This design comes from an exercise in tuning for small area and a short achievable clock period on the open sky130 flow, not from production work.
The RTL of this run was laid out without a check of its function.
Power is estimated from default activity; no workload was simulated.

[run.sh]
#!/bin/bash
# synth_recipe.tcl (not shown) runs the flow's synth.tcl, then flattens the netlist and writes it again
# the make line also repeats each setting of config.mk as NAME=value (left out here)
make -C /OpenROAD-flow-scripts/flow DESIGN_CONFIG=/design/flow/config.mk WORK_HOME=/design/flow/orfs CLKGATE_MAP_FILE= SYNTH_SCRIPT=/design/flow/synth_recipe.tcl finish
[config.mk]
export PLATFORM = sky130hd
export DESIGN_NAME = Compressor
export DESIGN_NICKNAME = Compressor
export VERILOG_FILES = /design/flow/design.v
export SDC_FILE = /design/flow/constraint.sdc
export NUM_CORES = 4
export LEC_CHECK = 0
export CAP_MARGIN = 20
export CORE_MARGIN = 2
export CORE_UTILIZATION = 40
export SLEW_MARGIN = 20
[constraint.sdc]
create_clock -name core_clock -period 16.0 [get_ports {CLK_8}]
set_input_delay 3.2000 -clock core_clock [delete_from_list [all_inputs] [get_ports {CLK_8}]]
set_output_delay 3.2000 -clock core_clock [all_outputs]
set_load 0.01 [all_outputs]
[design.v]
`timescale 1ns / 1ps
module Control_Unit(CE,CLK_8,Reset,Clipped,Row,Column,YUV_turn,Valid_Sub_Sampler,Alternate,Active_1,Valid_1,Active_2,Valid_2,First_Pixel,Third_Pixel,New_Frame);
input wire CLK_8,Reset,Clipped;
output wire CE;
output reg [7:0] Row,Column;
output reg [1:0] YUV_turn;
output wire Valid_Sub_Sampler,Active_1,Valid_1,Active_2,Valid_2,First_Pixel,Third_Pixel,New_Frame;
output reg Alternate;
wire First_Row;
assign First_Row=(Row==8'd0)?1'b1:1'b0;
assign New_Frame=(First_Row & Column==8'd0)?1'b1:1'b0;
assign First_Pixel=(First_Row & Column==8'd75)?1'b1:1'b0;
assign Third_Pixel=(First_Row & Column==8'd77)?1'b1:1'b0;
reg [3:0] Counter;
reg [2:0] CLK_Divider;
assign CE=(CLK_Divider==3'b011)?1'b1:1'b0;
wire c0,c1,c2,c3,c6,c7,c8,c9;
assign c0=(Counter==4'd0)?1'b1:1'b0;
assign c1=(Counter==4'd1)?1'b1:1'b0;
assign c2=(Counter==4'd2)?1'b1:1'b0;
assign c3=(Counter==4'd3)?1'b1:1'b0;
assign c6=(Counter==4'd6)?1'b1:1'b0;
assign c7=(Counter==4'd7)?1'b1:1'b0;
assign c8=(Counter==4'd8)?1'b1:1'b0;
assign c9=(Counter==4'd9)?1'b1:1'b0;
always @(posedge CLK_8)
begin
	if(Reset)
	begin
		CLK_Divider<=3'b0;
	end
	else
	begin
		CLK_Divider<=CLK_Divider+1'b1;
	end
end
always @(posedge CLK_8)
begin
    if(Reset)
    begin
        Row<=8'b11111111;
        Column<=8'b11111110;
        Alternate<=1'b0;
    end
    else if(CE)
    begin
        if(YUV_turn==2'b10)
        begin
            Alternate<=~Alternate;
            Column<=Column+1'b1;
            if(Column==8'b11111111)
            begin
                Row<=Row+1'b1;
            end
        end
    end
end
always @(posedge CLK_8)
begin
    if(Reset)
    begin
        YUV_turn<=2'b10;
    end
    else if(CE)
    begin
        if(YUV_turn==2'b10)
        begin
            YUV_turn<=2'b00;
        end
        else
        begin
            YUV_turn<=YUV_turn+1'b1;
        end
    end
end
always @(posedge CLK_8)
begin
    if(Reset)
    begin
        Counter<=4'b0000;
    end
    else if(CE)
    begin
        if(~Clipped)
        begin
                if(Counter==4'b1011)
                begin
                    Counter<=4'b0000;
                end
                else
                begin
                    Counter<=Counter+1'b1;
                end
        end
    end
end
assign Valid_Sub_Sampler=((~Third_Pixel | c6) & (c0 | c7 | c8 | c3 | c6 | c9))?1'b1:1'b0;
assign Active_1=1'b1;
assign Valid_1=(c1 | c2 | c7 | c8)?1'b1:1'b0;
assign Active_2=Valid_1;
assign Valid_2=(c7 | c8)?1'b1:1'b0; 
endmodule
`timescale 1ns / 1ps
module corner_clipper(row_number,col_number,clipped);
parameter bits = 8;
input [(bits-1):0] row_number;
input [(bits-1):0] col_number;
output clipped;
wire [bits:0] addition;
wire signed [bits:0] subtraction;
wire comp1,comp2,comp3,comp4,comp5,comp6;
assign addition = {1'b0,row_number} + {1'b0,col_number};
assign subtraction = {1'b0,col_number} - {1'b0,row_number};
assign comp1 = (addition < 75) ? 1'b1:1'b0;
assign comp2 = (addition > 435) ? 1'b1:1'b0;
assign comp3 = (subtraction > 180) ? 1'b1:1'b0;
assign comp4 = (subtraction < -180) ? 1'b1:1'b0;
assign clipped = comp1 | comp2 | comp3 | comp4;
endmodule
`timescale 1ns / 1ps
module RGB(CLK,CE,Reset,Pixel,RGB_turn,Alternate,R,G,B);
input wire CLK,CE,Reset,Alternate;
input wire [1:0] RGB_turn;
input wire [7:0] Pixel;
output wire [7:0] R,G,B;
reg [7:0] R_1,G_1,B_1,R_2,G_2,B_2;
assign R=(Alternate)?R_1:R_2;
assign G=(Alternate)?G_1:G_2;
assign B=(Alternate)?B_1:B_2;
always @(posedge CLK)
begin
    if(Reset)
    begin
        R_1<=8'b00000000;
        G_1<=8'b00000000;
        B_1<=8'b00000000;
        R_2<=8'b00000000;
        G_2<=8'b00000000;
        B_2<=8'b00000000;
    end
    else if(CE)
    begin
        if(Alternate)
        begin
            if(RGB_turn==2'b00)
            begin
                R_2<=Pixel;
            end
            else if(RGB_turn==2'b01)
            begin
                G_2<=Pixel;
            end
            else
            begin
                B_2<=Pixel;
            end
        end
        else
        begin
            if(RGB_turn==2'b00)
            begin
                R_1<=Pixel;
            end
            else if(RGB_turn==2'b01)
            begin
                G_1<=Pixel;
            end
            else
            begin
                B_1<=Pixel;
            end
        end
    end
end
endmodule
`timescale 1ns / 1ps
module Forward_RCT(YUV_turn,R,G,B,YUV);
input wire[1:0] YUV_turn;
input wire[7:0] R;
input wire[7:0] G;
input wire[7:0] B;
output wire[8:0] YUV;
wire [9:0] R_10,G_10,B_10,G2_10;
assign R_10={2'b00,R[7:0]};
assign G_10={2'b00,G[7:0]};
assign G2_10={1'b0,G[7:0],1'b0};
assign B_10={2'b00,B[7:0]};
reg [9:0] answer;
assign YUV=(YUV_turn==2'b00)?{1'b0,answer[9:2]}:answer[8:0];
always @(*)
begin
    if(YUV_turn==2'b00)
    begin
        answer=R_10+G2_10+B_10;
    end
    else if(YUV_turn==2'b01)
    begin
        answer=R_10-G_10;
    end
    else
    begin
        answer=G_10-B_10;
    end
end
endmodule
`timescale 1ns / 1ps
module Quantizer(YUV,YUV_Quantized);
input wire [8:0] YUV;
output wire [5:0] YUV_Quantized;
wire [6:0] YUV_Round;
assign YUV_Round = YUV[8:2]+1'b1;
assign YUV_Quantized=(YUV_Round==7'b1000000)?6'b011111:YUV_Round[6:1];
endmodule
`timescale 1ns / 1ps
module DWT(Input_CLK,CE,Reset,Clipped,First_Pixel,Active,Valid,YUV_turn,X_n,S_n);
parameter SIZE=6;
input wire Input_CLK,CE,Reset,Clipped,Active,Valid,First_Pixel;
input wire [1:0] YUV_turn;
input wire [SIZE-1:0] X_n;
output wire [SIZE:0] S_n;
wire [SIZE:0] D_n;
reg [SIZE-1:0] U_X_n_1,U_X_n_2,V_X_n_1,V_X_n_2;
reg [SIZE:0] U_D_n_1,V_D_n_1;
wire [SIZE-1:0] X_n_1,X_n_2;
wire [SIZE:0] D_n_1;
wire temp=~Clipped & Active;
assign X_n_1=(YUV_turn==2'b01)?U_X_n_1:V_X_n_1;
assign X_n_2=(YUV_turn==2'b01)?U_X_n_2:V_X_n_2;
assign D_n_1=(YUV_turn==2'b01)?U_D_n_1:V_D_n_1;
always @(posedge Input_CLK)
begin
    if(Reset)
    begin
        U_X_n_1<=0;
        U_X_n_2<=0;
        U_D_n_1<=0;
        V_X_n_1<=0;
        V_X_n_2<=0;
        V_D_n_1<=0;
    end
    else if(CE)
    begin
        if(temp & YUV_turn==2'b01)
        begin
            U_X_n_2<=U_X_n_1;
            U_X_n_1<=X_n;
            if(Valid & ~First_Pixel)
            begin
                U_D_n_1<=D_n;
            end
        end
        if(temp & YUV_turn==2'b10)
        begin
            V_X_n_2<=V_X_n_1;
            V_X_n_1<=X_n;
            if(Valid & ~First_Pixel)
            begin
                V_D_n_1<=D_n;
            end
        end
    end
end
wire [SIZE:0] D_temp;
wire [SIZE-1:0] D_temp_2;
wire [SIZE+1:0] S_temp;
wire [SIZE-1:0] S_temp_4;
assign D_temp={X_n[SIZE-1],X_n}+{X_n_2[SIZE-1],X_n_2};
assign D_temp_2=D_temp[SIZE:1];
assign D_n={X_n_1[SIZE-1],X_n_1}-{D_temp_2[SIZE-1],D_temp_2};
assign S_temp={D_n[SIZE],D_n}+{D_n_1[SIZE],D_n_1}+2'b10;
assign S_temp_4=S_temp[SIZE+1:2];
assign S_n={X_n_2[SIZE-1],X_n_2}+{S_temp_4[SIZE-1],S_temp_4};
endmodule
`timescale 1ns / 1ps
module dpcm(clk,ce,reset,x_in,yuvselector,valid,x_out);
parameter input_bits = 8;
input [(input_bits-1):0] x_in;
input [1:0] yuvselector;
input valid;
input reset;
input clk;
input ce;
output [input_bits:0] x_out;
reg [(input_bits-1):0] y_prev,u_prev,v_prev;
reg [(input_bits-1):0] selected;
assign x_out = {x_in[input_bits-1],x_in} - {selected[input_bits-1],selected};
always @(*)
begin
	case(yuvselector)
		2'b00 : selected = y_prev;
		2'b01 : selected = u_prev;
		2'b10 : selected = v_prev;
	default : selected = v_prev;
	endcase
end
always @(posedge clk)
begin
	if(reset)
	begin
		y_prev <=0;
		u_prev <=0;
		v_prev <=0;
	end
	else
	begin
		if(valid & ce)
		begin
			case(yuvselector)
			2'b00 : y_prev <= x_in;
			2'b01 : u_prev <= x_in;
			2'b10 : v_prev <= x_in;
			endcase
		end
	end
end
endmodule
`timescale 1ns / 100ps
module mapper(x_in,mapped_x_in);
input [8:0] x_in;
output [8:0] mapped_x_in;
reg [8:0] outp;
wire [8:0] not_x;
assign not_x = ~x_in;
assign mapped_x_in = outp;
always @(*)
begin
	if(x_in[8] == 1'b1)
	begin
		outp = {not_x[7:0],1'b0} + 1'b1;
	end
	else
	begin
		outp = {x_in[7:0],1'b0};
	end
end
endmodule
`timescale 1ns / 100ps
module determine_k(A,N2,k);
input [11:0] A;
input [2:0] N2;
output [1:0] k;
reg [1:0] outp;
wire [11:0] temp;
wire [3:0] lead1A;
wire [2:0] lead1N;
reg [3:0] leadA;
reg [2:0] leadN;
wire [3:0] difference;
wire [11:0] shifted_N;
wire [3:0] N;
assign N={N2,1'b0};
assign lead1A = leadA;
assign lead1N = leadN;
assign difference = lead1A-{1'b0,lead1N};
assign shifted_N = N << difference[1:0];
assign temp = A - shifted_N;
assign k = outp;
always @(*)
begin
case (1'b1)
A[11] : leadA = 11;
A[10] :  leadA = 10;
A[9] :  leadA = 9;
A[8] :  leadA = 8;
A[7] :  leadA = 7;
A[6] :	leadA = 6;
A[5] :	leadA = 5;
A[4] :	leadA = 4;
A[3] :	leadA = 3;
A[2] :	leadA = 2;
A[1] :	leadA = 1;
A[0] :	leadA = 0;
default : leadA = 0;
endcase
end
always @(*)
begin
case (1'b1)
N[3] : leadN = 3'd3;
N[2] : leadN = 3'd2;
N[1] : leadN = 3'd1;
N[0] : leadN = 3'd0;
default : leadN = 0;
endcase
end
always @ (*)
begin
	if(difference[3] == 1'b1)
	begin
		outp = 2'b00;
	end
	else if (difference >= 4'b0011)
	begin
		outp = 2'b11;
	end
	else
	begin
		if(temp[11] ==  1'b0 && temp != 12'b000000000000)
			outp = difference[1:0] +1;
		else
			outp = difference[1:0];
	end
end
endmodule
`timescale 1ns / 100ps
module golomb_encoder(k,x_in,CWL,CW);
parameter input_bits = 9;
parameter glimit = 16;
parameter code_word_length = 4;
input [(input_bits-1):0] x_in;
input [1:0] k;
output [(glimit-1):0] CW;
output [(code_word_length):0] CWL;
wire [(input_bits-1):0] quotient;
wire [(input_bits-1):0] for_remainder;
wire [2:0] remainder;
reg [(code_word_length):0] CWL1;
reg [(glimit-1):0] CW1;
wire [(glimit-1):0] CW2;
assign quotient = x_in >> k;
assign for_remainder = quotient << k;
assign remainder = for_remainder[2:0] ^ x_in[2:0];
assign CW2 = (remainder<<(quotient[2:0]+1'b1)) | CW1;
assign CW = (quotient > 9'b000000110) ? CW1:CW2; 
assign CWL = (quotient > 9'b000000110) ? 5'b10000:(k+1'b1+ quotient[3:0]);
always @(*)
	begin
	case (quotient[8:0])
		9'b000000000 : CW1 = 16'b0000000000000000;
		9'b000000001 : CW1 = 16'b0000000000000001;
		9'b000000010 : CW1 = 16'b0000000000000011;
		9'b000000011 : CW1 = 16'b0000000000000111;
		9'b000000100 : CW1 = 16'b0000000000001111;
		9'b000000101 : CW1 = 16'b0000000000011111;
		9'b000000110 : CW1 = 16'b0000000000111111;
		default : CW1 = {x_in,7'b1111111}; 
	endcase
	end
endmodule
`timescale 1ns / 100ps
module adaptive_golomb(clk,ce,reset,x_in,yuvselector,valid,CWL,CW);
input [8:0] x_in;
input [1:0] yuvselector;
input valid;
input reset;
input clk;
input ce;
output [15:0] CW;
output [4:0] CWL;
reg [11:0] ACY;
reg [11:0] ACU;
reg [11:0] ACV;
reg [2:0] NY;
reg [2:0] NU;
wire [8:0] mapped_x_in;
wire [1:0] k;
reg [11:0] A_in;
reg [2:0] N_in; 
mapper mapper1(x_in,mapped_x_in);
determine_k kfinder(A_in,N_in,k);
golomb_encoder golomb_comb(k,mapped_x_in,CWL,CW);
always @(*)
begin
	case(yuvselector)
	2'b00 : 
	begin
		A_in = ACY;
		N_in = NY;
	end
	2'b01 :
	begin
		A_in = ACU;
		N_in = NU;
	end
	2'b10 :
	begin
		A_in = ACV;
		N_in = NU;
	end
	2'b11 :
	begin
		A_in = ACY;
		N_in = NY;
	end
	endcase
end
always @(posedge clk)
begin
	if(reset)
		begin
			ACY <= 0;
			ACU <= 0;
			ACV <= 0;
			NY <=0;
			NU <=0;
		end
	else
		begin
			if(valid & ce)
			begin
				case (yuvselector)
				2'b00 : 
				begin	
					if (NY == 3'b111)
					begin
						NY <= 3'b011;
						ACY <= {1'b0,ACY[11:1]};
					end
					else
					begin
						ACY <= ACY + mapped_x_in;
						NY <= NY + 1'b1;
					end	
				end
				2'b01 : 
				begin
					if (NU == 3'b111)
					begin
						ACU <= {1'b0,ACU[11:1]};	
					end
					else
					begin
						ACU <= ACU + mapped_x_in;
					end
				end
				2'b10 :
				begin
					if (NU == 3'b111)
					begin
						NU <= 3'b011;
						ACV <= {1'b0,ACV[11:1]};	
					end
					else
					begin
						ACV <= ACV + mapped_x_in;
						NU <= NU + 1'b1;
					end	
				end
				endcase
			end
		end
end
endmodule
`timescale 1ns / 1ps
module Serializer(CLK_8,Reset,CW,CWL,VC,OB,SCLK);
input wire CLK_8,Reset,VC;
input wire[15:0] CW;
input wire[4:0] CWL;
output wire SCLK;
output wire OB;
reg[5:0] Buffer_Occupancy;
reg[39:0] FIFO;
reg[2:0] Clock_Matcher;
wire [39:0] Barrel_Output;
wire[5:0] Shift;
wire[5:0] S;
wire[5:0] Push_Index;
wire Empty_Buffer,Input_Time,Valid_Input_Time;
assign Input_Time=(Clock_Matcher==3'b000)?(1'b1):(1'b0);
assign Empty_Buffer=(Buffer_Occupancy==6'b000000)?(1'b1):(1'b0);
assign Push_Index=Buffer_Occupancy-6'b000001;
assign S=(Empty_Buffer)?(Buffer_Occupancy):(Push_Index);
assign Shift=(Input_Time)?(S):(6'b000000);
assign Barrel_Output=CW<<<Shift;
assign Valid_Input_Time=VC & Input_Time;
assign OB=FIFO[0];
assign SCLK = ~Empty_Buffer;
always @(posedge CLK_8)
begin
    if(Reset) begin
        Clock_Matcher<=3'b000;
    end else begin
        Clock_Matcher<=Clock_Matcher+1;
    end
end
genvar i;
generate
    for(i=0;i<40;i=i+1) begin : shift
        if(i<39) begin
            always @(posedge CLK_8) begin
                if(Reset) begin
                    FIFO[i]<=1'b0;
                end else begin
                    FIFO[i]<=(FIFO[i+1] | (Valid_Input_Time & Barrel_Output[i]));
                end
            end
        end else begin
            always @(posedge CLK_8) begin
                if(Reset) begin
                    FIFO[i]<=1'b0;
                end else begin
                    FIFO[i]<=(Valid_Input_Time & Barrel_Output[i]);
                end    
            end
        end
    end
endgenerate
always @(posedge CLK_8)
begin  
    if(Reset) begin
        Buffer_Occupancy<=6'b000000;
    end else if(Input_Time) begin
        if(VC) begin
            if(Empty_Buffer) begin
                Buffer_Occupancy<={1'b0,CWL};
            end else begin
                Buffer_Occupancy<=Push_Index+CWL;
            end
        end else begin
            if(Empty_Buffer) begin
               Buffer_Occupancy <= Buffer_Occupancy;
            end else begin
                Buffer_Occupancy<=Push_Index;
            end
        end
     end else begin
        if(Empty_Buffer) begin
            Buffer_Occupancy <= Buffer_Occupancy;
        end else begin
            Buffer_Occupancy<=Push_Index;
        end
     end
 end
endmodule
`timescale 1ns / 1ps
module Compressor(CLK_8,RESET,Pixel,OB,SCLK);
input wire RESET,CLK_8;
input wire [7:0] Pixel;
output wire OB,SCLK;
wire [15:0] CW;
wire [4:0] CWL;
wire VC;
wire Valid_Sub_Sampler;
wire Clipped,New_Frame;
assign VC=Valid_Sub_Sampler & ~Clipped;
wire CE;
wire [7:0] Row_Number,Column_Number;
wire [1:0] YUV_Turn;
wire Alternate,Active_1,Valid_1,Active_2,Valid_2,First_Pixel,Third_Pixel;
Control_Unit CU(CE,CLK_8,RESET,Clipped,Row_Number,Column_Number,YUV_Turn,Valid_Sub_Sampler,Alternate,Active_1,Valid_1,Active_2,Valid_2,First_Pixel,Third_Pixel,New_Frame);
wire RESET2;
assign RESET2=RESET | (CE & New_Frame);
corner_clipper Clipper(Row_Number,Column_Number,Clipped);
wire [7:0] R,G,B;
RGB RGB_Pixel_Storage(CLK_8,CE,RESET2,Pixel,YUV_Turn,Alternate,R,G,B);
wire [8:0] YUV;
Forward_RCT RGB_TO_YUV(YUV_Turn,R,G,B,YUV);
wire [5:0] YUV_Quantized;
Quantizer Qua(YUV,YUV_Quantized);
wire yo;
assign yo = 1'b1;
wire [6:0] S_n_1;
DWT DWT_Level_1(CLK_8,CE,RESET2,Clipped,First_Pixel,yo,Valid_1,YUV_Turn,YUV_Quantized,S_n_1);
wire [7:0] S_n_2;
DWT #(7) DWT_Level_2(CLK_8,CE,RESET2,Clipped,Third_Pixel,Active_2,Valid_2,YUV_Turn,S_n_1,S_n_2);
wire [7:0] DPCM_In;
wire [8:0] DPCM_Out;
assign DPCM_In=(YUV_Turn==2'b00)?{YUV_Quantized[5],YUV_Quantized[5],YUV_Quantized}:S_n_2;
dpcm DPCM_calculate(CLK_8,CE,RESET2,DPCM_In,YUV_Turn,VC,DPCM_Out);
adaptive_golomb Encoder(CLK_8,CE,RESET2,DPCM_Out,YUV_Turn,VC,CWL,CW);
Serializer Ser(CLK_8,RESET,CW,CWL,VC,OB,SCLK);
endmodule
==> summary.txt <==
flip-flops by register name, summed over array words and instances (netlist names), 12 cells and up:
name and flops:
Ser.FIFO 40, Encoder.ACU 12, Encoder.ACV 12, Encoder.ACY 12
kinds of logic after synthesis:
family | Yosys count | share of synthesized area
compound gates | 631 | 0.210
xor+xnor | 113 | 0.0498
fa+ha+maj | 201 | 0.135
buf+inv | 253 | 0.0493
flops | 271 | 0.273
mux | 210 | 0.110
simple gates | 765 | 0.173
placed cells by master, fill, tap and decap left out, types with 10 or more instances in the layout:
cell / synthesis / final
o31ai_1: 10 / 10
nand3_1: 36 / 35
a31oi_1: 23 / 17
dfxtp_1: 271 / 270
buf_4: 4 / 52
fa_1: 24 / 24
clkdlybuf4s50_1: 0 / 10
ha_1: 169 / 163
mux2_2: 49 / 48
clkbuf_16: 0 / 36
a21oi_1: 199 / 184
a22o_1: 13 / 13
o21ai_1: 13 / 20
a211oi_1: 57 / 52
xor2_1: 30 / 24
xnor2_1: 83 / 68
mux2i_1: 157 / 146
a21o_1: 41 / 41
a21oi_2: 1 / 16
and2_1: 10 / 10
nor2_1: 321 / 315
o21ai_0: 85 / 77
a22oi_1: 21 / 20
o21a_1: 20 / 20
nor3_1: 39 / 34
nor2b_1: 36 / 36
nor4_1: 16 / 14
nand2_1: 212 / 210
nand2b_1: 22 / 22
xnor2_2: 0 / 11
inv_1: 129 / 128
and3_1: 16 / 16
o21bai_1: 31 / 30
o211ai_1: 16 / 16
per-layer routing:
| metal | GRT usage | part of all wire |
|---|---|---|
| met5 | 0 | 0 |
| met4 | 0.0494 | 0.017 |
| met3 | 0.0280 | 0.044 |
| met2 | 0.341 | 0.47 |
| met1 | 0.267 | 0.46 |
worst max-delay path: cells and delay by family, from the launching register on:
kind	cells	cell delay, ns
AND/OR/NAND/NOR	7	1.18
multiplexers	3	0.80
buffers and inverters	9	1.03
XOR/XNOR	6	1.44
AO/OA/AOI/OAI	22	4.09
adder cells (fa/ha/maj)	16	6.19
flip-flops	1	0.38
how the worst min path moves through the flow:
| stage | startpoint | to | slack [ns] | cells past startpoint |
|---|---|---|---|---|
| 2_1_floorplan | CU.CLK_Divider[0]$_SDFF_PP0_ | CU.CLK_Divider[0]$_SDFF_PP0_ | 0.40 | 1 |
| 3_3_place_gp | CU.CLK_Divider[0]$_SDFF_PP0_ | CU.CLK_Divider[0]$_SDFF_PP0_ | 0.41 | 1 |
| 3_5_place_dp | Ser.FIFO[11]$_SDFF_PP0_ | Ser.FIFO[10]$_SDFF_PP0_ | 0.42 | 1 |
| 4_1_cts | Ser.FIFO[11]$_SDFF_PP0_ | Ser.FIFO[10]$_SDFF_PP0_ | 0.42 | 1 |
| 5_1_grt | Ser.FIFO[11]$_SDFF_PP0_ | Ser.FIFO[10]$_SDFF_PP0_ | 0.46 | 1 |
| 6_report | Ser.FIFO[11]$_SDFF_PP0_ | Ser.FIFO[10]$_SDFF_PP0_ | 0.41 | 1 |
power by group:
group | internal, W | switching, W | total, W
logic | 0.00136 | 0.00214 | 0.00351
clock network | 0.000483 | 0.000315 | 0.000798
registers | 0.000686 | 0.00000917 | 0.000695
total | 0.00253 | 0.00247 | 0.00500
metrics by stage:
stage | hold WS, ns | setup WS, ns
after CTS | 0.416 | 0.00244
after global routing | 0.457 | -0.295
after detailed placement | 0.416 | -0.228
after floorplan | 0.399 | 0.0428
after global placement | 0.406 | 0.218
final | 0.412 | 0.697
repair_timing:
item                                    4_1_cts  5_1_grt
gates resized for setup                      12      121
pin swaps                                     0       22
cloned                                        0        2
buffers inserted                              0       17
endpoints found under the setup margin       40       63
final cells by class:
type,instances,share of cell area
Multi-Input combinational cell,1921,0.626
Sequential cell,271,0.239
Clock buffer,48,0.0438
Tap cell,664,0.0366
Timing Repair Buffer,67,0.0248
Inverter,137,0.0229
Clock inverter,13,0.00684
==> run_results.csv <==
group,metric,value,unit
yosys,synthTopCellsByArea,"dfxtp_1, ha_1, mux2i_1",
yosys,synth_area,19900,um2
yosys,ys_types,98,
clocking,clk_pin_slew_worst_paths,0.06,ns
clocking,worst_skew_pair.late_latency,0.55,ns
worst_setup_path,ff2ff_setup_slack,0.70,ns
route,antenna_left,0,
worst_setup_path,cp-endpoint,"Ser.FIFO[35]$_SDFF_PP0_",
sta,worst_pin_slew,1.11,ns
clocking,cts_buffers,34,
flow_run,maxCapViolations,0,
floorplan,core-area,49000,um2
power,p_per_area,220,nW/um2
floorplan,die_w,227,um
global_route,antenna_found_initial,0,
sta,finClkSkew,0.0221,ns
placement,placed_area,20700,um2
yosys,avgSynthCellArea,8.13,um2
yosys,yosysMostFrequentCell,"nor2_1",
global_route,grt_max_degree,80,
worst_setup_path,cp-start-kind,"flop",
global_route,grt_overflow,0,
yosys,synthesis.instances,2444,
final_layout,final_util,0.463,
floorplan,initial_core_util,0.406,
route,dr_total_vias,17300,
worst_setup_path,crit_type,"flop to flop",
final_layout,drive_above_1_share,0.125,
route,totalWireLength,52100,um
yosys,synth_edf_count,0,
yosys,syn-num-nets,2647,
clocking,cts_root_buf,"clkbuf_16",
floorplan,rows,81,
route,first_iter_violations,1135,
sta,finalSetupTns,0,ns
floorplan,die_area,51500,um2
sta,finalSetupViolations,0,
worst_setup_path,critPathMaxFanout,9,
sta,drv_slew,0,
worst_setup_path,critPathMostFrequentCell,"fa_1",
min_path,hp-class,"flop to flop",
final_layout,syn_to_final_growth,14.2,%
sta,hold_viol_final,0,
outcome,status,"complete, no violations",
yosys,yosysWarnings,11,
sta,fin_crit,15.30,ns
power,p_leak,9.68,nW
clocking,cts_sinks,271,
floorplan,io_pins,12,
final_layout,fillers,4722,
yosys,synth_top_area_frac,0.273,
worst_setup_path,slowest_stage,"fa_1",
route,route.detailed.drc,0,
clocking,clock_path_buffers,3,
final_layout,n_antenna_cell,0,
sta,max-slew-margin-rel,0.258,
worst_setup_path,worstPathRequired,16.41,ns
clocking,h-tree-depth,2,
final_layout,fin_cells,3121,
yosys,synth_seq_cells,271,
power,finalPower,0.00500,W
clocking,cts_hold_buf,0,
placement,io_buffers,11,
sta,max_freq,65.3,MHz
placement,dp.cells,3041,
global_route,grt_pass1_wl,85100,um
final_layout,finalNetCount,2635,
placement,hpwl,37300,um
floorplan,die_height,227,um
worst_setup_path,r2r-end,"Ser.FIFO[35]$_SDFF_PP0_",
clocking,tritoncts,"built",
route,via_per_inst,5.55,
global_route,grt_pass1_vias,16700,
yosys,synth_top_cell_by_area,"dfxtp_1",
worst_setup_path,r2r_start,"CU.Alternate$_SDFFE_PP0P_",
final_layout,multi_input_area,14200,um2
yosys,synthArstFlopShare,0,
worst_setup_path,critical-path-max-stage-delay,0.59,ns
final_layout,fin_area,22700,um2
yosys,synth_flop_cell,"dfxtp_1",
sta,finalCritPeriodShare,0.956,
yosys,synth-seq-area-share,0.273,
global_route,track_usage,0.201,
route,drtPass1Iterations,7,
worst_setup_path,cp-end-kind,"flop",
route,wl_per_cell,16.7,um
worst_setup_path,arrival,15.71,ns
placement,place.gp.congestion,0.897,
power,peakVddDrop,0.000217,V
final_layout,register_area,5430,um2
yosys,ys_top_cells_by_count,"nor2_1, dfxtp_1, nand2_1",
worst_setup_path,cp-startpoint,"CU.Alternate$_SDFFE_PP0P_",
worst_setup_path,r2r_cells,63,

separate check: timing with driven ports:
In the flow no input, the clock included, has a driving cell. The finished layout below was timed again as built, in two steps.
Step 1, drivers: a clkbuf_16 drives CLK_8 and a buf_2 each remaining input, both assumed.
Step 2 also shifts input and output timing later by t, the mid clock arrival at the registers, as if the neighbouring blocks saw the same clock.
Three values: ideal, step 1, step 2; two values: the first two.
t (ns): 0.593
setup WS [ns]: 0.697 / 0.697 / 0.697
hold WS [ns]: 0.412 / 0.412 / 0.412
pins driven straight from the clock port: 1
After both steps this run still meets setup and hold. For this run, drivers alone change the setup slack by 0.000 ns; drivers and shift together by 0.000 ns.
